Context: an optimization exercise on an open-source flow, tuned for small area and a short achievable clock period. The choices shown serve that exercise and are no tape-out recipe.
Only simulation tests tie the RTL to the original design; equivalence was not proved.
No activity file was given, so power comes from the tool's default toggle rates.

==> design/flow/flow/run.sh <==
#!/bin/bash
# The standard layout (standard.sh: the standard flow's synthesis and ORFS flow, unchanged), except:
# - the port buffers ORFS puts on every input and output are plain buffers
#   (sky130_fd_sc_hd__buf_1) instead of the delay buffer buffer_ports picks by default;
# - clock tree synthesis gets ORFS's usual arguments plus -dont_use_dummy_load, so it
#   adds no load-only inverters to the clock tree.
set -euo pipefail
export BUFFER_PORTS_ARGS="-buffer_cell sky130_fd_sc_hd__buf_1"
export CTS_ARGS="-sink_clustering_enable -repair_clock_nets -buf_list sky130_fd_sc_hd__clkbuf_8 -dont_use_dummy_load"
bash standard.sh > standard.log 2>&1
==> design/flow/standard.sh <==
#!/bin/bash
# synth_recipe.tcl (not shown) runs the flow's synth.tcl, then flattens the netlist and writes it again
# the make line also repeats each setting of config.mk as NAME=value (left out here)
make -C /OpenROAD-flow-scripts/flow DESIGN_CONFIG=/design/flow/config.mk WORK_HOME=/design/flow/orfs CLKGATE_MAP_FILE= SYNTH_SCRIPT=/design/flow/synth_recipe.tcl "${@:-finish}"
==> design/flow/config.mk <==
export PLATFORM = sky130hd
export DESIGN_NAME = cordic_top
export DESIGN_NICKNAME = cordic_top
export VERILOG_FILES = /design/flow/design.v
export SDC_FILE = /design/flow/constraint.sdc
export NUM_CORES = 4
export LEC_CHECK = 0
export ABC_AREA = 1
export CAP_MARGIN = 20
export CORE_MARGIN = 2
export CORE_UTILIZATION = 45
export CTS_BUF_LIST = sky130_fd_sc_hd__clkbuf_8
export SETUP_SLACK_MARGIN = 1.5
export SLEW_MARGIN = 20
==> design/flow/constraint.sdc <==
create_clock -name core_clock -period 3.3 [get_ports {clk}]
set_input_delay 0.6600 -clock core_clock [delete_from_list [all_inputs] [get_ports {clk}]]
set_output_delay 0.6600 -clock core_clock [all_outputs]
set_load 0.01 [all_outputs]
==> design/flow/design.v <==
module CORDIC_pipelined (
    input clk,
    input logic signed[15:0] angle,
    output logic signed[15:0] sin, cos
);
logic [15:0] t_in;
logic [15:0] a_q;
assign t_in = a_q - 16'd1;
logic [14:0] u0_q;
logic d0_q;
logic [14:0] u1;
logic [14:0] u1_q;
logic [1:0] i1_q;    
logic [15:0] v0;
assign v0 = {1'b0, u0_q} - 16'd12867;
logic [14:0] f1;
assign f1 = v0[14:0] ^ {15{v0[15]}};
assign u1 = f1;
logic [6:0] lpos;
logic [5:0] q0;
logic [5:0] tg;
cordic_htab htab_i (.d(u1_q[14:7]), .q({lpos, q0, tg}));
logic [5:0] q0_q;
logic [5:0] tg_q;
logic c_q;
logic [6:0] lo_q, lp_q;
assign c_q = lo_q >= lp_q;
logic [1:0] iq_q;
logic [5:0] late;
assign late = {(q0_q[5] ^ (c_q & tg_q[5])), (q0_q[4] ^ (c_q & tg_q[4])), (q0_q[3] ^ (c_q & tg_q[3])), (q0_q[2] ^ (c_q & tg_q[2])), (q0_q[1] ^ (c_q & tg_q[1])), (q0_q[0] ^ (c_q & tg_q[0]))};
logic [7:0] x0_q, x1_q, x2_q;    
logic [31:0] rom_d;
logic [36:0] rc_q;
logic rn114, rn132, rn215, rn46, rn80, rn689, rn40, rn69, rn107, rn369, rn131, rn99, rn335, rn124, rn310, rn79, rn101, rn563, rn460, rn233, rn243, rn143, rn139, rn662, rn60, rn93, rn425, rn316, rn411, rn247, rn135, rn349, rn113, rn70, rn557, rn223, rn184, rn116, rn121, rn371, rn610, rn691, rn533, rn571, rn333, rn239, rn127, rn442, rn100, rn632, rn109, rn483, rn188, rn140, rn674, rn163, rn268, rn648, rn53, rn311, rn631, rn548, rn81, rn253, rn363, rn174, rn108, rn152, rn660, rn358, rn370, rn266, rn205, rn255, rn157, rn343, rn302, rn348, rn690, rn513, rn565, rn544, rn605, rn204, rn94, rn303, rn556, rn550, rn270, rn95, rn77, rn141, rn647, rn122, rn71, rn627, rn57, rn731, rn717, rn144, rn329, rn350, rn461, rn577, rn171, rn125, rn115, rn133, rn756, rn694, rn532, rn644, rn443, rn484, rn102, rn419, rn365, rn320, rn242, rn592, rn209, rn50, rn269, rn189, rn657, rn164, rn732, rn645, rn378, rn42, rn590, rn364, rn211, rn176, rn201, rn664, rn683, rn667, rn638, rn142, rn359, rn372, rn549, rn611, rn195, rn41, rn267, rn220, rn90, rn158, rn376, rn110, rn742, rn663, rn578, rn653, rn429, rn642, rn606, rn297, rn334, rn312, rn558, rn344, rn76, rn252, rn256, rn258, rn172, rn224, rn566, rn82, rn96, rn206, rn59, rn97, rn476, rn453, rn713, rn668, rn382, rn628, rn295, rn185, rn51, rn117, rn462, rn739, rn725, rn718, rn695, rn145, rn554, rn134, rn698, rn304, rn534, rn704, rn677, rn543, rn420, rn342, rn244, rn271, rn103, rn432, rn339, rn692, rn444, rn637, rn366, rn280, rn196, rn321, rn298, rn43, rn518, rn737, rn675, rn624, rn633, rn336, rn525, rn591, rn531, rn529, rn221, rn210, rn508, rn136, rn44, rn279, rn202, rn478, rn551, rn276, rn379, rn665, rn623, rn360, rn612, rn240, rn584, rn263, rn190, rn523, rn91, rn111, rn743, rn377, rn330, rn351, rn257, rn579, rn541, rn559, rn118, rn98, rn314, rn289, rn709, rn669, rn658, rn394, rn383, rn313, rn323, rn83, rn317, rn179, rn305, rn254, rn173, rn231, rn52, rn225, rn226, rn178, rn61, rn467, rn56, rn740, rn696, rn684, rn387, rn402, rn288, rn146, rn78, rn733, rn463, rn652, rn699, rn572, rn361, rn545, rn707, rn153, rn345, rn274, rn272, rn693, rn245, rn433, rn639, rn367, rn299, rn197, rn283, rn515, rn524, rn352, rn540, rn535, rn530, rn212, rn509, rn104, rn738, rn676, rn659, rn281, rn728, rn373, rn607, rn593, rn198, rn222, rn137, rn479, rn384, rn666, rn630, rn400, rn318, rn45, rn625, rn241, rn264, rn552, rn92, rn492, rn744, rn380, rn191, rn654, rn331, rn560, rn472, rn749, rn705, rn25, rn315, rn629, rn585, rn564, rn730, rn322, rn259, rn249, rn526, rn180, rn119, rn489, rn72, rn741, rn710, rn685, rn649, rn324, rn84, rn207, rn227, rn175, rn468, rn456, rn58, rn54, rn186, rn714, rn697, rn403, rn636, rn147, rn734, rn614, rn165, rn678, rn583, rn469, rn154, rn388, rn306, rn362, rn546, rn708, rn573, rn458, rn640, rn555, rn519, rn232, rn290, rn300, rn246, rn284, rn332, rn598, rn661, rn353, rn516, rn374, rn542, rn536, rn213, rn510, rn138, rn480, rn719, rn385, rn670, rn392, rn47, rn681, rn587, rn199, rn105, rn454, rn390, rn671, rn646, rn265, rn567, rn427, rn192, rn346, rn260, rn561, rn490, rn473, rn706, rn414, rn319, rn325, rn126, rn85, rn580, rn527, rn228, rn120, rn445, rn62, rn55, rn745, rn726, rn296, rn250, rn73, rn604, rn177, rn208, rn410, rn187, rn615, rn166, rn679, rn650, rn39, rn586, rn753, rn470, rn711, rn368, rn155, rn389, rn620, rn574, rn48, rn459, rn398, rn520, rn234, rn408, rn375, rn307, rn291, rn285, rn337, rn354, rn273, rn621, rn599, rn547, rn159, rn720, rn406, rn248, rn634, rn537, rn481, rn455, rn386, rn396, rn200, rn106, rn148, rn588, rn347, rn514, rn501, rn715, rn415, rn128, rn568, rn229, rn485, rn446, rn63, rn434, rn428, rn301, rn282, rn123, rn86, rn754, rn735, rn261, rn562, rn491, rn326, rn167, rn686, rn608, rn181, rn214, rn412, rn193, rn700, rn528, rn727, rn24, rn395, rn680, rn651, rn616, rn712, rn500, rn596, rn471, rn391, rn156, rn477, rn450, rn464, rn399, rn641, rn575, rn49, rn409, rn381, rn292, rn672, rn521, rn401, rn393, rn338, rn355, rn203, rn112, rn622, rn251, rn286, rn635, rn275, rn435, rn407, rn397, rn626, rn553, rn160, rn421, rn517, rn505, rn235, rn457, rn424, rn497, rn486, rn439, rn64, rn589, rn600, rn581, rn569, rn493, rn416, rn327, rn129, rn168, rn609, rn182, rn701, rn538, rn506, rn447, rn430, rn423, rn755, rn746, rn413, rn417, rn216, rn729, rn617, rn723, rn502, rn404, rn597, rn474, rn74, rn23, rn308, rn482, rn451, rn465, rn262, rn87, rn356, rn422, rn293, rn287, rn426, rn22, rn340, rn277, rn643, rn161, rn511, rn26, rn236, rn673, rn576, rn436, rn19, rn21, rn716, rn721, rn65, rn594, rn570, rn522, rn494, rn418, rn130, rn438, rn498, rn487, rn440, rn747, rn38, rn169, rn613, rn183, rn217, rn682, rn10, rn507, rn736, rn405, rn655, rn448, rn618, rn503, rn601, rn309, rn466, rn341, rn75, rn431, rn722, rn278, rn294, rn582, rn724, rn539, rn18, rn237, rn149, rn17, rn441, rn66, rn595, rn495, rn162, rn37, rn512, rn499, rn488, rn750, rn748, rn35, rn602, rn230, rn194, rn687, rn656, rn619, rn20, rn449, rn328, rn67, rn357, rn475, rn437, rn150, rn88, rn170, rn504, rn496, rn28, rn751, rn603, rn12, rn238, rn218, rn702, rn688, rn33, rn452, rn68, rn13, rn36, rn16, rn27, rn151, rn89, rn752, rn219, rn14, rn11, rn703, rn15, rn30, rn31, rn32, rn29, rn34;
assign rn132 = ~x2_q[2];
assign rn69 = ~(x2_q[2] | x2_q[1]);
assign rn131 = ~(x2_q[1] & x2_q[0]);
assign rn99 = ~(x2_q[1] | x2_q[0]);
assign rn124 = ~(x2_q[2] & x2_q[1]);
assign rn310 = ~(x2_q[0] | x2_q[3]);
assign rn101 = x2_q[3] | ~x2_q[2];
assign rn460 = x2_q[2] | ~x2_q[1];
assign rn143 = x2_q[2] & ~x2_q[1];
assign rn139 = x2_q[0] & ~x2_q[2];
assign rn662 = x2_q[1] | ~x2_q[0];
assign rn60 = x2_q[0] & ~x2_q[1];
assign rn93 = x2_q[1] & ~x2_q[0];
assign rn425 = x2_q[0] | ~x2_q[2];
assign rn135 = x2_q[2] | x2_q[1];
assign rn113 = x2_q[2] & x2_q[0];
assign rn70 = x2_q[0] | x2_q[3];
assign rn223 = x2_q[1] & x2_q[0];
assign rn116 = x2_q[0] & x2_q[3];
assign rn333 = x2_q[1] ? x2_q[2] : x2_q[0];
assign rn109 = x2_q[2] & ~rn131;
assign rn648 = rn132 & ~rn99;
assign rn266 = x2_q[3] & ~rn460;
assign rn157 = rn662 & ~rn93;
assign rn343 = x2_q[2] & ~rn662;
assign rn513 = rn132 & ~rn60;
assign rn303 = rn60 | rn93;
assign rn141 = rn132 & ~rn223;
assign rn647 = rn425 | x2_q[1];
assign rn644 = x2_q[3] ? rn132 : rn135;
assign rn82 = rn648 | ~rn647;
assign rn114 = ~rc_q[4];
assign rn215 = ~rc_q[6];
assign rn46 = ~rc_q[5];
assign rn80 = ~rc_q[3];
assign rn689 = ~rc_q[0];
assign rn40 = ~rc_q[7];
assign rn107 = ~(rc_q[4] | rc_q[3]);
assign rn369 = ~(rc_q[2] | rc_q[3]);
assign rn335 = ~(rc_q[4] & rc_q[5]);
assign rn79 = ~(rc_q[2] | rc_q[0]);
assign rn563 = rc_q[1] & ~rc_q[3];
assign rn233 = rc_q[4] & ~rc_q[5];
assign rn243 = rc_q[3] & ~rc_q[1];
assign rn316 = rc_q[4] | ~rc_q[3];
assign rn411 = rc_q[0] & ~rc_q[5];
assign rn247 = rc_q[4] | rc_q[5];
assign rn349 = rc_q[2] & rc_q[3];
assign rn557 = ~rc_q[8];
assign rn184 = ~rn79;
assign rn121 = rc_q[1] | rc_q[3];
assign rn371 = ~rn563;
assign rn610 = ~rn243;
assign rn691 = ~rc_q[31];
assign rn533 = ~rn233;
assign rn571 = ~rc_q[22];
assign rn239 = ~rn349;
assign rn127 = ~rn247;
assign rn442 = ~(rn369 & rc_q[14]);
assign rn100 = ~(rc_q[8] & rc_q[4]);
assign rn632 = ~(rn107 & rc_q[13]);
assign rn483 = rn689 & ~rc_q[29];
assign rn188 = ~(rc_q[19] & rn80);
assign rn140 = ~(rc_q[31] & rn80);
assign rn674 = rn80 & ~rc_q[12];
assign rn163 = rc_q[3] & ~rc_q[8];
assign rn268 = ~(rc_q[13] & rn80);
assign rn53 = rn114 & ~rc_q[30];
assign rn311 = rc_q[4] & ~rc_q[30];
assign rn631 = rc_q[12] | rn114;
assign rn548 = ~(rc_q[18] | rn247);
assign rn81 = rn79 | rn80;
assign rn253 = ~rn442;
assign rn363 = rn369 | rc_q[4];
assign rn174 = rn369 | rn114;
assign rn108 = rn107 | rc_q[5];
assign rn152 = ~(rc_q[31] | rn121);
assign rn660 = rc_q[12] | rn46;
assign rn358 = rn114 & ~rn563;
assign rn370 = rn369 | ~rn233;
assign rn205 = rc_q[22] | ~rc_q[13];
assign rn255 = rc_q[3] & ~rc_q[24];
assign rn302 = rc_q[19] & ~rc_q[31];
assign rn348 = rc_q[30] & ~rc_q[22];
assign rn690 = rc_q[18] & ~rc_q[30];
assign rn565 = rn114 & ~rn243;
assign rn544 = rc_q[28] | rn114;
assign rn605 = rc_q[31] | rn80;
assign rn204 = rc_q[3] & ~rc_q[26];
assign rn94 = rc_q[23] | rc_q[3];
assign rn556 = rc_q[16] & ~rc_q[30];
assign rn550 = rc_q[26] | ~rc_q[1];
assign rn270 = rn243 | rn114;
assign rn95 = rc_q[28] | rc_q[9];
assign rn77 = ~rn674;
assign rn122 = rn121 & ~rc_q[5];
assign rn71 = rc_q[12] & ~rc_q[36];
assign rn627 = rn349 & ~rc_q[8];
assign rn57 = rn80 & ~rc_q[16];
assign rn731 = rc_q[32] | ~rn233;
assign rn717 = rc_q[2] & ~rc_q[10];
assign rn144 = rc_q[22] & ~rc_q[32];
assign rn329 = rn349 | rc_q[4];
assign rn350 = rn243 | rn349;
assign rn461 = rn316 | rc_q[10];
assign rn577 = rn247 | rn80;
assign rn171 = rc_q[32] | rn114;
assign rn125 = rc_q[36] | rc_q[29];
assign rn115 = rc_q[26] | rn114;
assign rn133 = rc_q[9] ? rc_q[0] : rc_q[14];
assign rn756 = rc_q[29] ? rc_q[0] : rc_q[30];
assign rn694 = rc_q[32] & rc_q[29];
assign rn532 = rc_q[27] & ~rn80;
assign rn443 = rn114 & ~rn442;
assign rn484 = ~(rn483 | rn316);
assign rn102 = rc_q[18] & ~rn100;
assign rn419 = rn127 & ~rn442;
assign rn365 = ~(rn268 & rn114);
assign rn320 = ~(rn205 & rn691);
assign rn242 = rc_q[16] & ~rn188;
assign rn592 = rn127 & ~rn140;
assign rn209 = rn674 & ~rc_q[27];
assign rn50 = rn239 & ~rn163;
assign rn269 = rc_q[0] & ~rn268;
assign rn189 = rn188 | ~rc_q[29];
assign rn657 = rn571 & ~rn188;
assign rn164 = rn163 & ~rc_q[15];
assign rn732 = rn127 & ~rc_q[15];
assign rn645 = rc_q[18] & ~rn631;
assign rn378 = rn371 & ~rn631;
assign rn42 = rc_q[15] | rc_q[3];
assign rn590 = rn81 & ~rn533;
assign rn364 = rn363 & ~rc_q[5];
assign rn211 = ~(rn95 & rc_q[3]);
assign rn176 = rc_q[14] & ~rn81;
assign rn201 = rc_q[15] | rc_q[4];
assign rn664 = ~(rc_q[25] & rn204);
assign rn683 = rn121 & ~rn174;
assign rn667 = rn268 | rc_q[10];
assign rn638 = ~(rn363 | rn627);
assign rn142 = ~(rn140 & rc_q[11]);
assign rn359 = rn358 & ~rc_q[9];
assign rn372 = rn371 & ~rn370;
assign rn549 = rn548 | rc_q[6];
assign rn611 = rn610 & ~rn370;
assign rn195 = rc_q[9] & ~rc_q[25];
assign rn41 = rn205 & ~rc_q[36];
assign rn267 = rc_q[21] & ~rc_q[0];
assign rn220 = rn163 & ~rn205;
assign rn90 = rc_q[3] & ~rn205;
assign rn158 = rn80 & ~rc_q[25];
assign rn376 = rn46 & ~rc_q[21];
assign rn110 = rn108 | rc_q[15];
assign rn742 = rn302 & ~rc_q[3];
assign rn663 = rn46 & ~rc_q[25];
assign rn578 = ~(rn550 | rn577);
assign rn653 = ~(rn577 | rc_q[15]);
assign rn429 = ~(rn577 | rc_q[13]);
assign rn642 = ~(rn329 & rc_q[5]);
assign rn606 = rn544 | ~rn605;
assign rn297 = rn114 & ~rn204;
assign rn334 = rn94 & ~rc_q[27];
assign rn312 = rc_q[33] | rn483;
assign rn558 = rn557 & ~rn556;
assign rn344 = rc_q[33] | rn114;
assign rn76 = rc_q[2] & ~rc_q[35];
assign rn252 = rc_q[21] | rc_q[4];
assign rn256 = rn255 | rn114;
assign rn258 = rn690 | rn205;
assign rn172 = rc_q[34] | rc_q[33];
assign rn224 = rn205 | rc_q[10];
assign rn566 = rn565 | rc_q[5];
assign rn96 = rn95 & ~rn94;
assign rn206 = rn204 & ~rn205;
assign rn59 = rn690 | rn483;
assign rn97 = rc_q[4] & ~rn627;
assign rn476 = rc_q[13] & ~rn94;
assign rn453 = rn348 | rc_q[4];
assign rn713 = rn557 & ~rn605;
assign rn668 = rc_q[21] | rn114;
assign rn382 = rc_q[3] & ~rc_q[11];
assign rn628 = rn114 & ~rn627;
assign rn295 = rn80 & ~rc_q[11];
assign rn185 = rn184 & ~rn94;
assign rn51 = rc_q[15] | rc_q[11];
assign rn117 = rn71 | rc_q[32];
assign rn462 = rc_q[13] & ~rn461;
assign rn739 = rn605 | rc_q[23];
assign rn725 = rc_q[35] | rc_q[3];
assign rn718 = rn717 | rn363;
assign rn695 = rn694 | ~rn53;
assign rn145 = rn144 | rn114;
assign rn554 = rn255 | rn329;
assign rn134 = rn133 | rn80;
assign rn698 = rn411 & rn329;
assign rn304 = rn80 ? rc_q[35] : rn302;
assign rn534 = rn532 | rn533;
assign rn704 = rn80 ? rc_q[11] : rc_q[25];
assign rn677 = rc_q[3] ? rn95 : rn550;
assign rn543 = rc_q[17] & ~rc_q[21];
assign rn420 = ~(rn419 & rc_q[7]);
assign rn342 = ~(rn50 & rn188);
assign rn244 = ~(rn242 | rn243);
assign rn271 = ~(rn270 | rn269);
assign rn103 = rc_q[5] & ~rn102;
assign rn432 = rn102 & ~rn46;
assign rn339 = rn215 & ~rn419;
assign rn692 = ~(rn320 & rc_q[4]);
assign rn444 = rn443 | rc_q[5];
assign rn637 = ~(rn42 & rc_q[4]);
assign rn366 = rn365 | rn40;
assign rn280 = rc_q[3] & ~rn320;
assign rn196 = ~(rn195 | rc_q[28]);
assign rn321 = rn107 & ~rn320;
assign rn298 = ~(rn195 | rn188);
assign rn43 = ~(rn41 | rn42);
assign rn518 = rc_q[4] & ~rn657;
assign rn737 = rc_q[4] & ~rn50;
assign rn675 = rn610 & ~rn209;
assign rn624 = rc_q[5] & ~rn645;
assign rn633 = rn632 & ~rn378;
assign rn336 = ~(rn334 | rn335);
assign rn525 = rn242 | rc_q[4];
assign rn591 = rn590 & ~rn209;
assign rn531 = ~(rc_q[20] & rn80);
assign rn529 = rc_q[16] & ~rn211;
assign rn221 = ~(rn220 | rn96);
assign rn210 = rn209 | rn114;
assign rn508 = rn50 & ~rn201;
assign rn136 = rc_q[16] & ~rn42;
assign rn44 = rn201 & ~rn107;
assign rn279 = ~(rn269 | rn256);
assign rn202 = rn201 & ~rn108;
assign rn478 = rn42 | rc_q[8];
assign rn551 = rn364 & rn550;
assign rn276 = rc_q[6] & ~rn653;
assign rn379 = rn378 | rc_q[7];
assign rn665 = rn664 & rn358;
assign rn623 = rn359 | rn215;
assign rn360 = rn359 | rn46;
assign rn612 = rn611 | rc_q[7];
assign rn240 = rn195 | rc_q[28];
assign rn584 = rn41 | rn114;
assign rn263 = rn220 | rc_q[4];
assign rn190 = rn90 | rn114;
assign rn523 = rn220 | rn114;
assign rn91 = rn90 | rc_q[4];
assign rn111 = rn110 | rn102;
assign rn743 = rn742 | rn694;
assign rn377 = rn365 | rn376;
assign rn330 = rn329 & ~rn297;
assign rn351 = rn350 & ~rn312;
assign rn257 = rn184 & ~rn256;
assign rn579 = rn578 | rn215;
assign rn541 = rc_q[36] & ~rn224;
assign rn559 = rn211 & ~rn558;
assign rn118 = rc_q[20] & ~rn80;
assign rn98 = rn96 | ~rn97;
assign rn314 = rn172 & ~rn80;
assign rn289 = rn258 & ~rn114;
assign rn709 = rn97 & ~rn302;
assign rn669 = rn667 & ~rn668;
assign rn658 = rn657 | ~rn97;
assign rn394 = rc_q[5] & ~rn628;
assign rn383 = rn127 & ~rn382;
assign rn313 = rn311 & ~rn312;
assign rn323 = rn125 & ~rn256;
assign rn83 = rc_q[20] & ~rn81;
assign rn317 = rn312 | rn316;
assign rn179 = rn312 | rc_q[4];
assign rn305 = rn76 | rn195;
assign rn254 = rn252 | rn253;
assign rn173 = rn171 | rn172;
assign rn231 = rn312 | rn77;
assign rn52 = rn50 | ~rn51;
assign rn225 = rn224 & rn107;
assign rn226 = rn51 & ~rn316;
assign rn178 = rn172 | rc_q[3];
assign rn61 = rn59 | rc_q[28];
assign rn467 = rn97 & rn121;
assign rn56 = rn713 | rn114;
assign rn740 = rn739 & ~rn657;
assign rn696 = rn258 & ~rn695;
assign rn684 = rc_q[3] & ~rn51;
assign rn387 = rn382 | rc_q[5];
assign rn402 = rn46 & ~rn51;
assign rn288 = rn71 | rn252;
assign rn146 = rn142 & ~rn145;
assign rn78 = rn76 | rn77;
assign rn733 = rn732 & ~rn725;
assign rn463 = rn462 | rc_q[5];
assign rn652 = rn533 | rn51;
assign rn699 = rn698 | rn429;
assign rn572 = rn571 & ~rn304;
assign rn361 = rc_q[4] & ~rn543;
assign rn545 = rn543 & ~rn544;
assign rn707 = rc_q[3] ? rn689 : rn172;
assign rn153 = ~(rn280 | rn255);
assign rn345 = rn342 & ~rn344;
assign rn274 = rn233 & ~rn244;
assign rn272 = rn271 & ~rn267;
assign rn693 = rn59 & ~rn692;
assign rn245 = rn244 & ~rc_q[10];
assign rn433 = rn432 | rc_q[6];
assign rn639 = rn637 & ~rn638;
assign rn367 = rn364 & ~rn366;
assign rn299 = rn125 & ~rn298;
assign rn197 = rc_q[3] & ~rn196;
assign rn283 = rn196 | rc_q[3];
assign rn515 = ~(rn263 | rn483);
assign rn524 = ~(rn523 | rn298);
assign rn352 = ~(rn351 | rn348);
assign rn540 = rn525 & ~rn358;
assign rn535 = rn531 & ~rn534;
assign rn530 = rn127 & ~rn529;
assign rn212 = rn211 & ~rn210;
assign rn509 = rn508 & ~rn444;
assign rn104 = ~(rn103 & rn98);
assign rn738 = rn737 | rc_q[5];
assign rn676 = rn675 | rc_q[4];
assign rn659 = ~(rn658 & rn252);
assign rn281 = rn279 & ~rn280;
assign rn728 = rn518 & ~rn529;
assign rn373 = rn633 | rn46;
assign rn607 = rn478 & ~rn606;
assign rn593 = rn592 | rn591;
assign rn198 = ~(rn231 & rc_q[4]);
assign rn222 = rn221 | rn114;
assign rn137 = rn136 | rc_q[4];
assign rn479 = rn267 | rn44;
assign rn384 = rc_q[21] & ~rn379;
assign rn666 = rc_q[5] & ~rn665;
assign rn630 = ~(rn247 & rn387);
assign rn400 = rn624 & rc_q[17];
assign rn318 = ~(rn317 & rn46);
assign rn45 = rn43 | rn44;
assign rn625 = rn624 & ~rn623;
assign rn241 = rn239 & ~rn240;
assign rn264 = rn189 & ~rn263;
assign rn552 = rn551 | rn549;
assign rn92 = rn91 | ~rn59;
assign rn492 = rn111 & ~rn370;
assign rn744 = rn743 & ~rn335;
assign rn380 = rn377 & ~rn379;
assign rn191 = rn189 & ~rn190;
assign rn654 = ~(rn276 & rn652);
assign rn331 = rc_q[5] & ~rn330;
assign rn560 = rc_q[4] & ~rn559;
assign rn472 = rn233 & ~rn118;
assign rn749 = rn518 & ~rn314;
assign rn705 = rn289 & ~rn704;
assign rn25 = rn383 & ~rc_q[6];
assign rn315 = rn313 & ~rn314;
assign rn629 = rc_q[6] & ~rn394;
assign rn585 = rn584 | rn558;
assign rn564 = rn190 | rn563;
assign rn730 = rn240 | rc_q[3];
assign rn322 = rn317 & ~rn321;
assign rn259 = rn257 & rn258;
assign rn249 = rn46 & ~rn173;
assign rn526 = rn52 & ~rn525;
assign rn180 = rn178 & ~rn179;
assign rn119 = rn117 | rn118;
assign rn489 = rn61 & ~rn91;
assign rn72 = rn118 | rn114;
assign rn741 = rn114 & ~rn740;
assign rn710 = rn709 | rn46;
assign rn685 = rn683 & ~rn684;
assign rn649 = rn118 | rn363;
assign rn324 = rn323 | rn46;
assign rn84 = rn78 & ~rn83;
assign rn207 = rn461 & rn179;
assign rn227 = rn225 | rn226;
assign rn175 = rn173 & rn174;
assign rn468 = rn467 | rn46;
assign rn456 = rn226 | rn46;
assign rn58 = rn56 | rn57;
assign rn54 = rn52 & rn53;
assign rn186 = rn226 | rn201;
assign rn714 = rn56 | rn80;
assign rn697 = rn696 | rn46;
assign rn403 = rn402 | rc_q[6];
assign rn636 = rn253 | rn387;
assign rn147 = rn146 | rn46;
assign rn734 = rn733 | rc_q[6];
assign rn614 = rc_q[4] ? rn304 : rn351;
assign rn165 = rn361 | ~rn637;
assign rn678 = rn544 & ~rn361;
assign rn583 = ~(rn153 & rn42);
assign rn469 = rn80 ? rn550 : rn305;
assign rn154 = ~(rn153 | rc_q[26]);
assign rn388 = rn387 ? rn127 : rc_q[4];
assign rn306 = rn305 ^ rn80;
assign rn362 = rn360 | rn361;
assign rn546 = rn545 | rn46;
assign rn708 = rn707 | rc_q[4];
assign rn573 = rn153 & ~rn572;
assign rn458 = rn153 & ~rn756;
assign rn640 = rc_q[5] & ~rn639;
assign rn555 = rn299 & ~rn554;
assign rn519 = rn518 & ~rn197;
assign rn232 = rn231 & ~rn197;
assign rn290 = rn289 & ~rn197;
assign rn300 = rn299 & rn297;
assign rn246 = ~(rn245 | rn241);
assign rn284 = rn283 & ~rn270;
assign rn332 = ~(rn331 & rn283);
assign rn598 = rn233 & ~rn352;
assign rn661 = rn659 & ~rn660;
assign rn353 = rn352 & ~rn107;
assign rn516 = rn515 | rn46;
assign rn374 = rn373 & ~rn372;
assign rn542 = rn541 | rn540;
assign rn536 = rn535 | rn215;
assign rn213 = rn212 | rn46;
assign rn510 = rn509 | rc_q[6];
assign rn138 = rn134 & ~rn137;
assign rn480 = rn478 & ~rn479;
assign rn719 = rn664 & ~rn198;
assign rn385 = rn384 & ~rn247;
assign rn670 = rn666 & ~rn669;
assign rn392 = rc_q[3] & ~rn373;
assign rn47 = rn46 & ~rn45;
assign rn681 = rn90 & rn676;
assign rn587 = rn241 & ~rn525;
assign rn199 = rn197 | rn198;
assign rn105 = rn92 & ~rn104;
assign rn454 = ~(rn58 | rn41);
assign rn390 = rn630 | rn394;
assign rn671 = rn666 | rn329;
assign rn646 = rn400 | rc_q[6];
assign rn265 = rn264 | rn46;
assign rn567 = rn564 & ~rn566;
assign rn427 = rn730 & ~rn731;
assign rn192 = rn191 | rn46;
assign rn346 = rn322 & ~rn345;
assign rn260 = rn254 & ~rn259;
assign rn561 = rn560 | rn46;
assign rn490 = rn98 & ~rn489;
assign rn473 = rn472 | rc_q[6];
assign rn706 = rn705 | rc_q[5];
assign rn414 = rn46 & ~rn685;
assign rn319 = rn318 | rn315;
assign rn325 = rn322 & ~rn324;
assign rn126 = rn125 & ~rn119;
assign rn85 = rc_q[4] & ~rn84;
assign rn580 = rn579 | rn249;
assign rn527 = rn526 | rn46;
assign rn228 = rn222 & ~rn227;
assign rn120 = rn119 | rn115;
assign rn445 = rn72 | rn57;
assign rn62 = rn61 & ~rn58;
assign rn55 = rc_q[5] & ~rn54;
assign rn745 = rn744 | rn741;
assign rn726 = rn725 & ~rn186;
assign rn296 = rn72 | rn295;
assign rn250 = rn249 | rc_q[6];
assign rn73 = rn71 | rn72;
assign rn604 = ~(rn583 & rn114);
assign rn177 = rn176 | rn175;
assign rn208 = rn206 | rn207;
assign rn410 = rn697 | rn693;
assign rn187 = rn185 | rn186;
assign rn615 = rn46 & ~rn614;
assign rn166 = rn165 & ~rn164;
assign rn679 = rn677 & ~rn678;
assign rn650 = rn165 & ~rn349;
assign rn39 = rn629 ^ rc_q[7];
assign rn586 = rn583 & ~rn585;
assign rn753 = rn114 & ~rn469;
assign rn470 = rn469 & ~rn257;
assign rn711 = rn708 & ~rn710;
assign rn368 = rn362 & ~rn367;
assign rn155 = rn154 | rn114;
assign rn389 = rn388 | rc_q[6];
assign rn620 = rn362 | rn215;
assign rn574 = rn127 & ~rn573;
assign rn48 = rn233 & ~rn458;
assign rn459 = rn458 | rn114;
assign rn398 = rn636 & ~rn640;
assign rn520 = rn364 & ~rn519;
assign rn234 = rn233 & ~rn232;
assign rn408 = ~(rn670 | rn663);
assign rn375 = ~(rn374 & rc_q[7]);
assign rn307 = rc_q[4] ? rn304 : rn306;
assign rn291 = rn288 & ~rn290;
assign rn285 = rn202 & ~rn284;
assign rn337 = rn332 & ~rn336;
assign rn354 = rn46 & ~rn353;
assign rn273 = ~(rn272 | rn265);
assign rn621 = rn374 & ~rn549;
assign rn599 = rn598 | rn40;
assign rn547 = rn542 & ~rn546;
assign rn159 = rn138 & ~rn158;
assign rn720 = rn718 & ~rn719;
assign rn406 = rn661 | rn630;
assign rn248 = rn246 | rn247;
assign rn634 = rn215 & ~rn392;
assign rn537 = rn536 | rn530;
assign rn481 = rn480 | rn46;
assign rn455 = rn453 & ~rn454;
assign rn386 = rn385 | rn215;
assign rn396 = rn642 | rn392;
assign rn200 = rn199 | ~rn140;
assign rn106 = rc_q[6] & ~rn105;
assign rn148 = rn147 | rn138;
assign rn588 = rn587 | rn46;
assign rn347 = rc_q[5] & ~rn346;
assign rn514 = rn199 | rc_q[34];
assign rn501 = rn105 | rc_q[6];
assign rn715 = rn706 & ~rn714;
assign rn415 = rn414 & ~rn384;
assign rn128 = rn127 & ~rn126;
assign rn568 = rn567 | rn215;
assign rn229 = rc_q[5] & ~rn228;
assign rn485 = rn120 & ~rn484;
assign rn446 = rn445 & ~rn444;
assign rn63 = rn62 | ~rn55;
assign rn434 = rn738 & ~rn745;
assign rn428 = rn427 | rn215;
assign rn301 = rn296 & ~rn300;
assign rn282 = rn281 | rn265;
assign rn123 = rn120 | ~rn122;
assign rn86 = rn55 & ~rn85;
assign rn754 = rn445 & ~rc_q[5];
assign rn735 = rn734 | rn427;
assign rn261 = rn260 | rn46;
assign rn562 = rn561 | rn555;
assign rn491 = rn490 | rn46;
assign rn326 = rn325 | rn215;
assign rn167 = ~(rn166 | rn108);
assign rn686 = rn414 | rc_q[6];
assign rn608 = rn604 & ~rn607;
assign rn181 = rn177 & ~rn180;
assign rn214 = rn208 & ~rn213;
assign rn412 = rn410 & ~rn411;
assign rn193 = rn187 & ~rn192;
assign rn700 = rn410 & ~rn699;
assign rn528 = rn527 | rn524;
assign rn727 = rn726 | rn46;
assign rn24 = rn215 ? rn383 : rn385;
assign rn395 = ~(rn389 | rn394);
assign rn680 = rn676 & ~rn679;
assign rn651 = rn649 & ~rn650;
assign rn616 = rn615 | rn40;
assign rn712 = rn706 & ~rn711;
assign rn500 = rn444 | rn166;
assign rn596 = rn207 | rn753;
assign rn471 = rn470 | rn468;
assign rn391 = rn390 & ~rn389;
assign rn156 = rn155 | rn152;
assign rn477 = rn155 | rn476;
assign rn450 = rn48 | ~rn276;
assign rn464 = rn459 & ~rn463;
assign rn399 = rn215 & ~rn398;
assign rn641 = rn247 & ~rn398;
assign rn575 = rn574 | rc_q[6];
assign rn49 = rn47 | rn48;
assign rn409 = rn215 & ~rn408;
assign rn381 = rn375 & ~rn380;
assign rn292 = rc_q[5] & ~rn291;
assign rn672 = rn671 & ~rn408;
assign rn521 = rn520 | rc_q[6];
assign rn401 = ~(rn386 | rn400);
assign rn393 = ~(rn386 | rn392);
assign rn338 = rn307 | rc_q[5];
assign rn355 = rc_q[6] & ~rn354;
assign rn203 = ~(rn202 & rn200);
assign rn112 = ~(rn111 & rn106);
assign rn622 = rn620 & ~rn621;
assign rn251 = rn248 & ~rn250;
assign rn286 = rn285 | rn215;
assign rn635 = rn390 & ~rn634;
assign rn275 = rn274 | rn273;
assign rn435 = ~(rn433 | rn434);
assign rn407 = rn406 & ~rn386;
assign rn397 = rn396 & ~rn386;
assign rn626 = rn625 | rn621;
assign rn553 = rn552 | rn547;
assign rn160 = rn159 | rn46;
assign rn421 = rn720 | rn46;
assign rn517 = rn514 & ~rn516;
assign rn505 = ~(rn181 | rn108);
assign rn235 = ~(rn234 | rn214);
assign rn457 = rn456 | rn455;
assign rn424 = ~(rn749 | rn727);
assign rn497 = rn122 & ~rn485;
assign rn486 = rn376 & ~rn485;
assign rn439 = rn339 & ~rn434;
assign rn64 = rn63 & ~rc_q[6];
assign rn589 = rn588 | rn586;
assign rn600 = rn599 | rn347;
assign rn581 = rn261 & ~rn580;
assign rn569 = rn562 & ~rn568;
assign rn493 = rn491 & ~rn492;
assign rn416 = rn415 | rn215;
assign rn327 = rn319 & ~rn326;
assign rn129 = rn128 | rc_q[6];
assign rn168 = rn106 & ~rn167;
assign rn609 = rc_q[5] & ~rn608;
assign rn182 = rn46 & ~rn181;
assign rn701 = rc_q[6] & ~rn700;
assign rn538 = rn528 & ~rn537;
assign rn506 = rn229 | rn215;
assign rn447 = rn446 | rc_q[6];
assign rn430 = rn428 | rn429;
assign rn423 = ~(rn715 | rn712);
assign rn755 = rn754 | rn215;
assign rn746 = rn434 | rn215;
assign rn413 = rn412 | rc_q[6];
assign rn417 = rc_q[5] & ~rn680;
assign rn216 = rn214 | rn215;
assign rn729 = rn728 | rn727;
assign rn617 = rn337 & ~rn616;
assign rn723 = rn339 & ~rn712;
assign rn502 = rn500 & ~rn501;
assign rn404 = rn651 | rn46;
assign rn597 = rn46 & ~rn596;
assign rn474 = rn471 & ~rn473;
assign rn74 = rn467 | ~rn596;
assign rn23 = rn391 | ~rn386;
assign rn308 = rc_q[5] ? rn301 : rn307;
assign rn482 = rn477 & ~rn481;
assign rn451 = rn63 & ~rn450;
assign rn465 = rn464 | rn215;
assign rn262 = ~(rn261 & rn251);
assign rn87 = rn86 | rn49;
assign rn356 = rn355 & ~rn347;
assign rn422 = ~(rn420 & rn421);
assign rn293 = rn251 & ~rn292;
assign rn287 = rn282 & ~rn286;
assign rn426 = ~(rn424 & rc_q[19]);
assign rn22 = rn395 | rn393;
assign rn340 = rn338 & rn339;
assign rn277 = rn276 & ~rn275;
assign rn643 = rc_q[6] ? rn641 : rn396;
assign rn161 = rn156 & ~rn160;
assign rn511 = rn235 & ~rn510;
assign rn26 = rn215 ? rn368 : rn381;
assign rn236 = rn235 & ~rn215;
assign rn673 = rn215 ? rn406 : rn672;
assign rn576 = rn575 | rn275;
assign rn436 = rn435 | rc_q[7];
assign rn19 = rn409 | rn407;
assign rn21 = rn399 | rn397;
assign rn716 = ~(rn423 & rn339);
assign rn721 = rn421 | rn215;
assign rn65 = rn64 & ~rn49;
assign rn594 = rn589 & ~rn593;
assign rn570 = rn553 & ~rn569;
assign rn522 = rn521 | rn517;
assign rn494 = rn215 & ~rn493;
assign rn418 = ~(rn416 | rn417);
assign rn130 = rn129 | ~rn123;
assign rn438 = rn428 | rn424;
assign rn498 = rn497 | rn215;
assign rn487 = rn486 | rn215;
assign rn440 = rn439 | rn40;
assign rn747 = rn746 & ~rc_q[7];
assign rn38 = rn635 ^ rc_q[7];
assign rn169 = rn168 | rn40;
assign rn613 = rn612 | rn609;
assign rn183 = rn182 | rc_q[6];
assign rn217 = rn203 & ~rn216;
assign rn682 = rn417 & ~rn681;
assign rn10 = rc_q[7] ? rn622 : rn626;
assign rn507 = rn506 | rn505;
assign rn736 = rn729 & ~rn735;
assign rn405 = rn404 & ~rn403;
assign rn655 = rn404 & ~rn654;
assign rn448 = rn74 & ~rn46;
assign rn618 = rn617 | rn215;
assign rn503 = rn502 | rn40;
assign rn601 = rn600 | rn597;
assign rn309 = rn308 | rc_q[6];
assign rn466 = rn457 & ~rn465;
assign rn341 = ~(rn340 & rn337);
assign rn75 = rc_q[5] ? rn74 : rn73;
assign rn431 = rn426 & ~rn430;
assign rn722 = ~(rn721 & rn716);
assign rn278 = rn262 & ~rn277;
assign rn294 = rn293 | rn287;
assign rn582 = rn576 & ~rn581;
assign rn724 = rn721 & ~rn723;
assign rn539 = rn522 & ~rn538;
assign rn18 = rn413 & ~rn418;
assign rn237 = rn236 | rn40;
assign rn149 = rn148 & ~rn130;
assign rn17 = rn386 ? rn422 : rn423;
assign rn441 = rn438 & ~rn440;
assign rn66 = rn65 | rn40;
assign rn595 = rn594 | rc_q[7];
assign rn495 = rn494 | rc_q[7];
assign rn162 = rn161 | rn130;
assign rn37 = rn643 ^ rn40;
assign rn512 = rn507 & ~rn511;
assign rn499 = rn498 | rn161;
assign rn488 = rn487 | rn482;
assign rn750 = rn736 & ~rn424;
assign rn748 = rn747 & ~rn736;
assign rn35 = rn673 ^ rn40;
assign rn602 = ~(rn601 & rn215);
assign rn230 = rn229 | rn183;
assign rn194 = rn193 | rn183;
assign rn687 = rn686 | rn682;
assign rn656 = rn646 & ~rn655;
assign rn619 = rn613 & ~rn618;
assign rn20 = rn405 | rn401;
assign rn449 = rn447 | rn448;
assign rn328 = rn309 & ~rn327;
assign rn67 = rn755 | rn448;
assign rn357 = rn341 & ~rn356;
assign rn475 = rn474 | rn466;
assign rn437 = rn436 | rn431;
assign rn150 = rn112 & ~rn149;
assign rn88 = rc_q[6] ? rn75 : rn87;
assign rn170 = rn162 & ~rn169;
assign rn504 = rn499 & ~rn503;
assign rn496 = rn488 & ~rn495;
assign rn28 = rc_q[7] ? rn278 : rn294;
assign rn751 = rn746 & ~rn750;
assign rn603 = rn595 & ~rn602;
assign rn12 = rn40 ? rn570 : rn582;
assign rn238 = rn230 & ~rn237;
assign rn218 = rn194 & ~rn217;
assign rn702 = rn687 & ~rn701;
assign rn688 = rn417 & ~rn687;
assign rn33 = rc_q[7] ? rn722 : rn724;
assign rn452 = rn449 & ~rn451;
assign rn68 = rn67 & ~rn66;
assign rn13 = rc_q[7] ? rn512 : rn539;
assign rn36 = rn656 ^ rc_q[7];
assign rn16 = rn437 & ~rn441;
assign rn27 = rn40 ? rn328 : rn357;
assign rn151 = rn40 & ~rn150;
assign rn89 = rn40 & ~rn88;
assign rn752 = rc_q[7] & ~rn751;
assign rn219 = rn40 & ~rn218;
assign rn14 = rn504 | rn496;
assign rn11 = rn619 | rn603;
assign rn703 = rn702 ^ rn40;
assign rn15 = rc_q[7] ? rn452 : rn475;
assign rn30 = rn170 | rn151;
assign rn31 = rn89 | rn68;
assign rn32 = rn752 | rn748;
assign rn29 = rn238 | rn219;
assign rn34 = rn703 | rn688;
assign rom_d = {rn40, rn40, rn39, rn38, rn37, rn36, rn35, rn34, rn33, rn32, rn31, rn30, rn29, rn28, rn27, rn26, rn25, rn24, rn23, rn22, rn21, rn20, rn19, rn18, rn17, rn16, rn15, rn14, rn13, rn12, rn11, rn10};
always_ff @(posedge clk) begin
    a_q <= angle;
    u0_q <= t_in[14:0] ^ {15{t_in[15]}};
    d0_q <= ~t_in[15];
    u1_q <= u1;
    i1_q <= {d0_q, v0[15]};
    q0_q <= q0;
    tg_q <= tg;
    lo_q <= u1_q[6:0];
    lp_q <= lpos;
    iq_q <= i1_q;
    x0_q <= {iq_q, late};
    x1_q <= x0_q;
    x2_q <= x1_q;
    rc_q[0] <= x2_q[0];
    rc_q[1] <= x2_q[1];
    rc_q[2] <= x2_q[2];
    rc_q[3] <= x2_q[3];
    rc_q[4] <= x2_q[4];
    rc_q[5] <= x2_q[5];
    rc_q[6] <= x2_q[6];
    rc_q[7] <= x2_q[7];
    rc_q[8] <= rn99;
    rc_q[9] <= rn132;
    rc_q[10] <= rn223;
    rc_q[11] <= rn141;
    rc_q[12] <= rn69;
    rc_q[13] <= rn460;
    rc_q[14] <= rn131;
    rc_q[15] <= rn109;
    rc_q[16] <= rn135;
    rc_q[17] <= rn644;
    rc_q[18] <= rn101;
    rc_q[19] <= rn425;
    rc_q[20] <= rn82;
    rc_q[21] <= rn266;
    rc_q[22] <= rn143;
    rc_q[23] <= rn93;
    rc_q[24] <= rn662;
    rc_q[25] <= rn157;
    rc_q[26] <= rn113;
    rc_q[27] <= rn333;
    rc_q[28] <= rn60;
    rc_q[29] <= rn124;
    rc_q[30] <= rn310;
    rc_q[31] <= rn139;
    rc_q[32] <= rn116;
    rc_q[33] <= rn343;
    rc_q[34] <= rn513;
    rc_q[35] <= rn303;
    rc_q[36] <= rn70;
    {sin, cos} <= rom_d;
end
endmodule
module cordic_htab(d, q);
  input [7:0] d;
  wire [7:0] d;
  output [18:0] q;
  wire [18:0] q;
  wire _0_;
  wire _10_;
  wire _11_;
  wire _12_;
  wire _13_;
  wire _14_;
  wire _15_;
  wire _16_;
  wire _17_;
  wire _18_;
  wire _19_;
  wire _1_;
  wire _20_;
  wire _21_;
  wire _22_;
  wire _23_;
  wire _24_;
  wire _25_;
  wire _26_;
  wire _27_;
  wire _28_;
  wire _29_;
  wire _2_;
  wire _30_;
  wire _31_;
  wire _32_;
  wire _33_;
  wire _34_;
  wire _35_;
  wire _36_;
  wire _37_;
  wire _38_;
  wire _39_;
  wire _3_;
  wire _40_;
  wire _41_;
  wire _42_;
  wire _43_;
  wire _44_;
  wire _45_;
  wire _46_;
  wire _47_;
  wire _48_;
  wire _49_;
  wire _4_;
  wire _50_;
  wire _51_;
  wire _52_;
  wire _53_;
  wire _54_;
  wire _55_;
  wire _56_;
  wire _57_;
  wire _58_;
  wire _59_;
  wire _5_;
  wire _60_;
  wire _61_;
  wire _62_;
  wire _63_;
  wire _64_;
  wire _65_;
  wire _66_;
  wire _67_;
  wire _68_;
  wire _69_;
  wire _6_;
  wire _70_;
  wire _71_;
  wire _72_;
  wire _73_;
  wire _74_;
  wire _7_;
  wire _8_;
  wire _9_;
  assign _23_ = ~d[5];
  assign _22_ = ~_47_;
  assign q[0] = _25_ | _28_;
  assign _21_ = _30_ & ~(_23_);
  assign q[11] = _34_ & ~(_21_);
  assign _20_ = q[11] & _29_;
  assign _19_ = _20_ | _24_;
  assign _18_ = d[6] & d[5];
  assign _17_ = _18_ & ~(_47_);
  assign _16_ = _17_ | d[7];
  assign _15_ = d[1] & ~(_16_);
  assign q[6] = _15_ ^ _19_;
  assign q[1] = q[0] & ~(q[6]);
  assign _14_ = ~(_42_ | _46_);
  assign _13_ = ~(_14_ & q[1]);
  assign q[4] = _22_ & ~(_13_);
  assign q[5] = q[4] & ~(_23_);
  assign q[18] = _24_ & ~(q[5]);
  assign _12_ = _21_ | _37_;
  assign q[16] = q[18] & ~(_12_);
  assign _11_ = d[2] & ~(d[1]);
  assign _10_ = ~(_11_ | _47_);
  assign _9_ = _28_ & ~(_10_);
  assign _8_ = _9_ | ~(_13_);
  assign _7_ = _47_ & ~(_23_);
  assign _6_ = _8_ & ~(_7_);
  assign q[15] = _37_ ? d[5] : _6_;
  assign _5_ = d[3] & ~(_41_);
  assign _4_ = _5_ | d[4];
  assign _3_ = ~(_5_ | _40_);
  assign _2_ = _11_ & ~(_47_);
  assign _1_ = ~(_2_ | _3_);
  assign _0_ = ~(_1_ | d[1]);
  assign _74_ = _22_ & ~(_0_);
  assign _73_ = _4_ & ~(_74_);
  assign _72_ = _28_ & ~(_73_);
  assign _71_ = ~(_34_ | _42_);
  assign _70_ = ~(_71_ | _29_);
  assign _69_ = ~(_70_ & _1_);
  assign _68_ = d[4] & ~(_40_);
  assign _67_ = _68_ | _38_;
  assign _66_ = _69_ & ~(_67_);
  assign q[14] = _66_ | _72_;
  assign _65_ = _70_ ^ _1_;
  assign q[13] = q[0] & ~(_65_);
  assign _64_ = _23_ & ~(_47_);
  assign _63_ = _14_ & ~(_64_);
  assign q[12] = q[1] & ~(_63_);
  assign _62_ = ~(d[6] & d[1]);
  assign _61_ = _62_ & ~(d[2]);
  assign _60_ = _61_ | _16_;
  assign _59_ = _60_ | ~(_13_);
  assign _58_ = _22_ & ~(_59_);
  assign _57_ = _58_ | _23_;
  assign _56_ = _64_ & ~(_59_);
  assign _55_ = _56_ | d[7];
  assign q[10] = _57_ & ~(_55_);
  assign _54_ = _59_ | ~(d[3]);
  assign _53_ = d[4] | d[7];
  assign _52_ = _54_ & ~(_53_);
  assign q[9] = _52_ | _58_;
  assign _51_ = ~(d[3] | d[7]);
  assign q[8] = _59_ ? _51_ : d[3];
  assign _50_ = q[1] & ~(_14_);
  assign _49_ = _42_ & ~(q[11]);
  assign _48_ = ~(_49_ | _59_);
  assign q[7] = _48_ | _50_;
  assign q[3] = d[3] & ~(_13_);
  assign q[2] = ~_13_;
  assign _47_ = ~(d[3] & d[4]);
  assign _46_ = ~(d[2] | d[1]);
  assign _45_ = _46_ | _47_;
  assign _44_ = d[0] | d[7];
  assign _43_ = d[6] & ~(_44_);
  assign _42_ = d[2] & d[1];
  assign _41_ = d[5] & ~(_42_);
  assign _40_ = _41_ & ~(d[3]);
  assign _39_ = _40_ & ~(d[4]);
  assign _38_ = _39_ | ~(_43_);
  assign _37_ = _45_ & ~(_38_);
  assign _36_ = _37_ & ~(d[5]);
  assign _35_ = ~(d[0] | d[5]);
  assign _34_ = ~(d[6] | d[7]);
  assign _33_ = d[0] ^ d[5];
  assign _32_ = ~(d[2] | d[0]);
  assign _31_ = _32_ | _45_;
  assign _30_ = d[2] & ~(_47_);
  assign _29_ = _33_ ? _31_ : _30_;
  assign _28_ = _34_ & ~(_29_);
  assign _27_ = _28_ & ~(_35_);
  assign q[17] = _27_ | _36_;
  assign _26_ = d[5] & ~(_45_);
  assign _25_ = _43_ & ~(_26_);
  assign _24_ = _25_ | _27_;
endmodule
module cordic_top (
    input  logic clk,
    input  logic signed[15:0] angle,
    output logic signed[15:0] sin, cos
);
    CORDIC_pipelined dut_basic(
        .clk(clk),
        .angle(angle),
        .sin(sin),
        .cos(cos)
    );
endmodule
==> summary.md, run 1 <==
| Metric | Value |
|---|---|
| Arrival time at the worst endpoint | between 2000 and 2500 ps |
| Filler cell count | around 1,600 |
| CP Class | reg2reg |
| Hpwl dp | 20.44 mm |
| Unrepaired setup endpoints after global routing | true |
| Dpl ws | around 860 ps |
| Area of the multi-input gates | 4433 um2 |
| Ports | a little under 50 |
| Core area | ~17,000 um2 |
| First-pass GRT wire length | roughly 41 mm |
| I/O Buffers | 48 |
| Die Span X | approximately 140 um |
| Share of layout cells above drive strength 1 | 0.2157 |
| Routability cong. | 1.099 |
| Synth top area share | 0.4287 |
| Number of synthesized flops with an enable pin | 0 |
| CTS max path bufs | 2 |
| Grt total ovfl | 0 |
| Clk pin slew, worst setup/hold paths | 90 ps |
| Synth Flop Type | dfxtp_1 |
| VDD IR max | between 500 and 600 uV |
| DRT antenna net count | 0 |
| Most frequent cells after synthesis | nand2_1 (229), dfxtp_1 (169), inv_1 (136), nor2_1 (95), o21ai_0 (84) |
| Vias in the first global route | about 7,200 |
| Data required, critical path | roughly 3700 ps |
| Wirelength, routed | around 28 mm |
| Hold Path Sink | dut_basic.a_q[12]$_DFF_P_ |
| Final Hold Violating Endpoints | 0 |
| Post-synthesis sequential area ratio | 0.4287 |
| Top cells by area, synth | dfxtp_1 (43%), nand2_1 (11%), inv_1 (6.5%) |
| Critical R2R Launch | dut_basic.rc_q[4]$_DFF_P_ |
| Period minus WS final | between 1500 and 2000 ps |
| Die Ht | roughly 140 um |
| Cell Area, Synth | slightly below 8000 um2 |
| Std cell rows | 48 |
| DIE AREA | approximately 19,000 um2 |
| Mapped Nets | between 1,000 and 1,500 |
| Min-delay src | angle[12] |
| Worst Setup Start Kind | register |
| Starting Density | 0.4579 |
| P&R area growth vs syn | 21.48% |
| Max-slew violations | 0 |
| Slew margin rel. | 0.6259 |
| Crit end category | register |
| Final worst slack | 1410 ps |
| Post-Route Setup TNS | 0 ps |
| Final #Nets | approximately 1,200 |
| Number of synthesized register bits | about 170 |
| Leak | around 4.4 nW |
| CTS tree | done |
| CTS root buffer | clkbuf_8 |
| Largest net degree at the start of global routing | 34 |
| WL per Instance | between 20 and 25 um |
| Final period util | 0.5728 |
| Vias per std cell | between 5 and 6 |
| Worst R2R Setup Slack | 1410 ps |
| Worst-Skew Late Latency | 470 ps |
| Worst min path class | in2reg |
| Max-cap viol count | 0 |
| Synth area leader | dfxtp_1 |
| Antenna violations before repair | 0 |
| Final setup fails | 0 |
| Hold path cells | 1 |
| Register area | ~3400 um2 |
| Vias | 7,709 |
| Critical Path Start | dut_basic.rc_q[4]$_DFF_P_ |
| CTS Buf Count | 17 |
| Async SR Flop Fraction | 0 |
| All-Layer GR Usage | 0.2981 |
| Avg Inst Size Synth | between 7 and 8 um2 |
| Post-Syn Instances | about 1,100 |
| Clock sink count | roughly 170 |
| Worst reg2reg path endpoint | dut_basic.cos[2]$_DFF_P_ |
| Drt drc | 0 |
| P per Cell Area | around 1100 nW/um2 |
| Status | finished clean |
| Worst-Margin Slew | ~560 ps |
| Max FO, Critical Path | 8 |
| Hold Worst Slack | between 200 and 300 ps |
| Count leader, synth | nand2_1 |
| Ys Warns | 1 |
| CTS H-tree lvls | 4 |
| Ant. Diodes | 0 |
| 1st-pass router iterations | 5 |
| Initial DRC Count | roughly 730 |
| Register-to-Register Path Depth | 9 |
| Synth cell types | 45 |
| Maximum clock rate | 529.0 MHz |
| Setup Skew | between 30 and 40 ps |
==> repair_timing <==
item / CTS / global route
endpoints found under the hold margin: 0 / 0
setup endpoints to repair: 63 / 63
resized for setup: 63 / 167
pin swaps: 9 / 41
cloned: 0 / 4
buffers inserted: 10 / 28
hold buffers: 0 / 0
==> sequential cells by signal (all words and copies together) (netlist names) <==
register and flops:
dut_basic.d0_q 1, dut_basic.a_q 16, dut_basic.cos 16, dut_basic.rc_q 37
dut_basic.u1_q 15, dut_basic.iq_q 2, dut_basic.u0_q 15, dut_basic.x1_q 8
dut_basic.x2_q 8, dut_basic.i1_q 2, dut_basic.lo_q 7, dut_basic.sin 15
dut_basic.lp_q 7, dut_basic.q0_q 6, dut_basic.x0_q 8, dut_basic.tg_q 6
==> critical path, cell delays in order (launching register included) <==
cell	delay (ps)
dfxtp_4	430
clkinvlp_4	230
clkbuf_16	240
nand2_2	110
nand2_1	60
o21ai_0	150
o311ai_1	170
nand3_1	150
o21ai_1	130
o21ai_1	160
==> cell usage in the layout, fill, tap and decap left out, types with 22 or more instances in the layout <==
cell type and instances:
dfxtp_1 147, o21ai_0 54, nand2_1 189, xor2_1 30, buf_4 47, inv_1 119
nand2_2 35, nand3_1 73, nor2_1 68, buf_1 48, a21oi_1 36, xnor2_1 22
==> metal layers <==
metal / up-vias / wire length (um) / global-route usage
met2: 440 / 13200 / 0.4911
li1: 3600 / - / -
met3: 149 / 2190 / 0.06003
met4: 0 / 2169 / 0.2089
met5: - / 0 / 0
met1: 3520 / 10620 / 0.3464
==> area by class of cell <==
class / count / area share
tap: 225 / 0.02936
timing repair buffer: 104 / 0.07125
multi-input combinational: 718 / 0.4624
inverter: 137 / 0.05507
sequential: 169 / 0.3576
clock buffer: 17 / 0.02440
==> metrics by stage <==
step	utilization	total power [mW]	instance area, um2	std cells
final	0.5563	10.96	9588	1370
after global routing	0.5563	11.61	9588	1370
after CTS	0.5107	9.821	8802	1338
after detailed placement	0.4835	8.401	8334	1311
after global placement	0.4835	8.568	8334	1311
after floorplan	-	6.521	7934	1058
==> logic make-up (layout without fill, tap and decap cells) <==
group	Yosys count	after routing	share of synthesized area
AO/OA/AOI/OAI	189	189	0.1381
XOR/XNOR	61	61	0.07530
adder cells (fa/ha/maj)	20	20	0.03171
buffers and inverters	173	258	0.08703
flip-flops	169	169	0.4287
AND/OR/NAND/NOR	446	448	0.2392
==> power by group <==
group / leakage [nW] / switching, mW / internal, mW
clock network: 0.122 / 0.661 / 0.456
logic: 2.82 / 4.26 / 2.16
registers: 1.42 / 0.604 / 2.83
total: 4.36 / 5.52 / 5.44
==> worst max-delay path by stage <==
stage,cells after the start,endpoint
after global placement,10,dut_basic.sin[11]$_DFF_P_
final,9,dut_basic.cos[2]$_DFF_P_
after floorplan,16,dut_basic.lp_q[4]$_DFF_P_
after CTS,8,dut_basic.sin[4]$_DFF_P_
after detailed placement,12,dut_basic.cos[3]$_DFF_P_
after global routing,11,dut_basic.cos[3]$_DFF_P_
==> run 2, diff against run 1 <==
==> design/flow/run.sh (new file) <==
#!/bin/bash
# synth_recipe.tcl (not shown) runs the flow's synth.tcl, then flattens the netlist and writes it again
# the make line also repeats each setting of config.mk as NAME=value (left out here)
make -C /OpenROAD-flow-scripts/flow DESIGN_CONFIG=/design/flow/config.mk WORK_HOME=/design/flow/orfs CLKGATE_MAP_FILE= SYNTH_SCRIPT=/design/flow/synth_recipe.tcl finish
--- a/design/flow/config.mk
+++ b/design/flow/config.mk
@@ -11,4 +11,4 @@
 export CORE_UTILIZATION = 45
 export CTS_BUF_LIST = sky130_fd_sc_hd__clkbuf_8
-export SETUP_SLACK_MARGIN = 1.5
+export SETUP_SLACK_MARGIN = 1.4
 export SLEW_MARGIN = 20
removed: design/flow/flow/run.sh
removed: design/flow/standard.sh
==> run 2 against run 1 <==
Critical endpoint is now dut_basic.sin[8]$_DFF_P_. Largest cell class unchanged. Wire length down 2.2%. Cell count down 0.51%. Sequential power is 1% lower. Clock-buffer cell count unchanged. Area after synthesis unchanged. Power shrank 0.43%. Critical path depth grew 1. Still clean on timing, DRC and antenna.
==> summary.md, run 2 <==
| Metric | Value |
|---|---|
| Largest reg by FF count | dut_basic.rc_q (unchanged) |
| Number of synthesized flops with an enable pin | 0 (unchanged) |
| Share of layout cells above drive strength 1 | 0.1599 (was 0.2157) |
| CTS Buf Count | 17 (unchanged) |
| Unrepaired setup endpoints after global routing | true (unchanged) |
| Ports | 49 (unchanged) |
| Antenna violations before repair | 0 (unchanged) |
| Std cell rows | 48 (unchanged) |
| Data required, critical path | 3650 ps (was 3680 ps) |
| I/O Buffers | 48 (unchanged) |
| CTS H-tree lvls | 4 (unchanged) |
| CTS max path bufs | 2 (unchanged) |
| Final period util | 0.5693 (was 0.5728) |
| CP max-delay cell | dfxtp_1 (was dfxtp_4) |
| Synth top area share | 0.4287 (unchanged) |
| Final setup fails | 0 (unchanged) |
| Hpwl dp | 20.75 mm (was 20.44 mm) |
| Max-cap viol count | 0 (unchanged) |
| Most frequent cells after synthesis | nand2_1 (229), dfxtp_1 (169), inv_1 (136), nor2_1 (95), o21ai_0 (84) (unchanged) |
| Vias | 7,583 (was 7,709) |
| Number of synthesized register bits | 169 (unchanged) |
| Post-Syn Instances | 1,058 (unchanged) |
| P&R area growth vs syn | 21.35% (was 21.48%) |
| Non-filler cells, final | 1,363 (was 1,370) |
| Net Switching | 5.449 mW (was 5.524 mW) |
| Async SR Flop Fraction | 0 (unchanged) |
| Internal | 5.467 mW (was 5.438 mW) |
| Period minus WS final | 1879 ps (was 1890 ps) |
| Synth area leader | dfxtp_1 (unchanged) |
| Arrival time at the worst endpoint | 2230 ps (was 2270 ps) |
| Mapped Nets | 1,095 (unchanged) |
| DRT antenna net count | 0 (unchanged) |
| Vias per std cell | 5.563 (was 5.627) |
| Worst Setup Start Kind | register (unchanged) |
| Comb pwr share | 0.544 (was 0.585) |
| Count leader, synth | nand2_1 (unchanged) |
| CTS root buffer | clkbuf_8 (unchanged) |
| Core area | 17,240 um2 (unchanged) |
| First-pass GRT wire length | 41.16 mm (was 40.99 mm) |
| Clk pin slew, worst setup/hold paths | 100 ps (was 90 ps) |
| Post-synthesis sequential area ratio | 0.4287 (unchanged) |
| VDD IR max | 535.4 uV (was 557.0 uV) |
| Die Ht | 136.4 um (unchanged) |
| Ant. Diodes | 0 (unchanged) |
| Post-Route Setup TNS | 0 ps (unchanged) |
| Most common cell after layout, fill and taps aside | nand2_1 (unchanged) |
| Max FO, Critical Path | 4 (was 8) |
| Sw frac | 0.4991 (was 0.5039) |
| Status | finished clean (unchanged) |
| Starting Density | 0.4579 (unchanged) |
| Vias in the first global route | 7,206 (was 7,238) |
| Drt drc | 0 (unchanged) |
| DIE AREA | 18,610 um2 (unchanged) |
| Routability cong. | 1.125 (was 1.099) |
| CP Class | reg2reg (unchanged) |
| Die Span X | 136.4 um (unchanged) |
| Top cells by area, synth | dfxtp_1 (43%), nand2_1 (11%), inv_1 (6.5%) (unchanged) |
| Max reg flops | 37 (unchanged) |
| Final #Nets | 1,162 (was 1,184) |
| Most common cell on crit path | nand2_1 (was o21ai_1) |
| All-Layer GR Usage | 0.3003 (was 0.2981) |
| Cell Area, Synth | 7893 um2 (unchanged) |
| Worst-Skew Late Latency | 470 ps (about the same) |
| WL per Instance | 20.21 um (was 20.57 um) |
| Initial DRC Count | 775 (was 731) |
| Placed cells | 1,311 (unchanged) |
| Hold path cells | 0 (was 1) |
| # hold bufs at CTS | 0 (unchanged) |
| Worst-Margin Slew | 617.2 ps (was 560.5 ps) |
| Setup Skew | 16.40 ps (was 31.77 ps) |
| Clk pwr share | 0.146 (was 0.102) |
| Clock sink count | 169 (unchanged) |
| Worst min path class | reg2reg (was in2reg) |
| Leak | 4.486 nW (was 4.362 nW) |
| Largest net degree at the start of global routing | 34 (unchanged) |
| Synth cell types | 45 (unchanged) |
| Slew margin rel. | 0.5881 (was 0.6259) |
| Final Hold Violating Endpoints | 0 (unchanged) |
| CTS tree | done (unchanged) |
| 1st-pass router iterations | 6 (was 5) |
| Max incr delay on CP | 310 ps (was 430 ps) |
| Seq pwr share | 0.310 (was 0.313) |
| Crit end category | register (unchanged) |
| Grt total ovfl | 0 (unchanged) |
| Register-to-Register Path Depth | 10 (was 9) |
| Hold Worst Slack | 326.3 ps (was 281.5 ps) |
| Synth Flop Type | dfxtp_1 (unchanged) |
| Commonest cells after routing, fill and taps aside | nand2_1 (207), dfxtp_1 (154), inv_1 (123) (was nand2_1 (189), dfxtp_1 (147), inv_1 (119)) |
| Wirelength, routed | 27.55 mm (was 28.18 mm) |
| Ys Warns | 1 (unchanged) |
| Max-slew violations | 0 (unchanged) |
| Maximum clock rate | 532.3 MHz (was 529.0 MHz) |
| Avg Inst Size Synth | 7.460 um2 (unchanged) |
| CP Cell Sequence | inv_1 -> nand2_1 -> inv_1 -> a21oi_1 -> a21oi_1 -> nor2_1 -> nand2_1 -> nand2_1 -> nand2_1 -> o211ai_1 (was clkinvlp_4 -> clkbuf_16 -> nand2_2 -> nand2_1 -> o21ai_0 -> o311ai_1 -> nand3_1 -> o21ai_1 -> o21ai_1) |
| P per Cell Area | 1140 nW/um2 (was 1143 nW/um2) |
## run 2: metal layers
metal | routed length, um | share of wire | up-vias | track usage
li1 | - | - | 3563 | -
met2 | 13210 | 0.48 | 438 | 0.4964
met4 | 1849 | 0.067 | 0 | 0.2025
met3 | 2131 | 0.077 | 135 | 0.06339
met5 | 0 | 0 | - | 0
met1 | 10360 | 0.38 | 3447 | 0.3491
## run 2: kinds of logic after synthesis
kind of cell	after synthesis	share of synthesized area
AND/OR/NAND/NOR	446	0.2392
AO/OA/AOI/OAI	189	0.1381
buffers and inverters	173	0.08703
flip-flops	169	0.4287
XOR/XNOR	61	0.07530
adder cells (fa/ha/maj)	20	0.03171
## run 2: worst max-delay path, delay by kind of cell (launching register included)
kind                   cells  cell delay [ps]
buffers and inverters      2              420
DFF                        1              310
and+or+nand+nor            5              580
AOI/OAI and AO/OA          3              440
## run 2: final cells by class
class / count / area, um2
Tap cell: 225 / 281.5
Inverter: 137 / 524.3
Clock inverter: 15 / 200.2
Timing Repair Buffer: 82 / 726.9
Fill cell: 1657 / 7659
Multi-Input combinational cell: 718 / 4199
Sequential cell: 169 / 3412
Clock buffer: 17 / 234.0
## run 2: power by group through the flow
| stage | sequential (mW) | combinational [mW] | clock (mW) |
|---|---|---|---|
| 6_report | 3.38 | 5.94 | 1.60 |
| 5_1_grt | 3.45 | 6.41 | 1.72 |
| 4_1_cts | 3.34 | 5.24 | 1.63 |
| 3_5_place_dp | 3.38 | 5.22 | 0 |
| 3_3_place_gp | 3.37 | 5.38 | 0 |
| 2_1_floorplan | 3.23 | 3.26 | 0 |
## run 2: stage by stage
step	setup WS, ps	instance area [um2]	util	total power [mW]
global placement	879.1	8602	0.4991	8.756
CTS	1330	9115	0.5288	10.21
finish	1421	9578	0.5557	10.92
global route	1355	9578	0.5557	11.59
detailed placement	1024	8602	0.4991	8.599
floorplan	1429	7901	-	6.488
## run 2: final timing paths
path	startpoint	endpoint	slack, ps
setup / recovery	dut_basic.rc_q[11]$_DFF_P_	dut_basic.sin[8]$_DFF_P_	1420
hold / removal	dut_basic.iq_q[1]$_DFF_P_	dut_basic.x0_q[7]$_DFF_P_	330
setup reg to reg	dut_basic.rc_q[11]$_DFF_P_	dut_basic.sin[8]$_DFF_P_	1420
hold reg to reg	dut_basic.iq_q[1]$_DFF_P_	dut_basic.x0_q[7]$_DFF_P_	330
## run 2: timing repair
action	4_1_cts	5_1_grt
pin swaps	3	28
buffers inserted	1	17
setup endpoints to repair	85	57
gates resized for setup	70	109
cloned	0	2

## separate check: timing with driven ports
No port has a modelled driver above. Below, the same layouts with a new extraction and two added sets of constraints.
Step 1 (the two cells are an assumption about what drives the block):
set clk [get_ports {clk}]
set_driving_cell -lib_cell sky130_fd_sc_hd__clkbuf_16 $clk
set_driving_cell -lib_cell sky130_fd_sc_hd__buf_2 [delete_from_list [all_inputs] $clk]
Step 2 also shifts input and output timing later by t, the mid clock arrival at the registers, as if the neighbouring blocks saw the same clock.
Three values: ideal, step 1, step 2; two values: the first two.
run | t (ns) | setup slack, ns | hold slack, ns | worst setup path at the end | latest minus earliest clock arrival (ns)
run 1 | 0.489 | 1.410 / 1.410 / 1.410 | 0.281 / 0.263 / 0.321 | register to register | 0.042 / 0.041
run 2 | 0.502 | 1.421 / 1.421 / 1.421 | 0.326 / 0.326 / 0.326 | register to register | 0.017 / 0.017
After both steps every run listed still meets setup and hold.
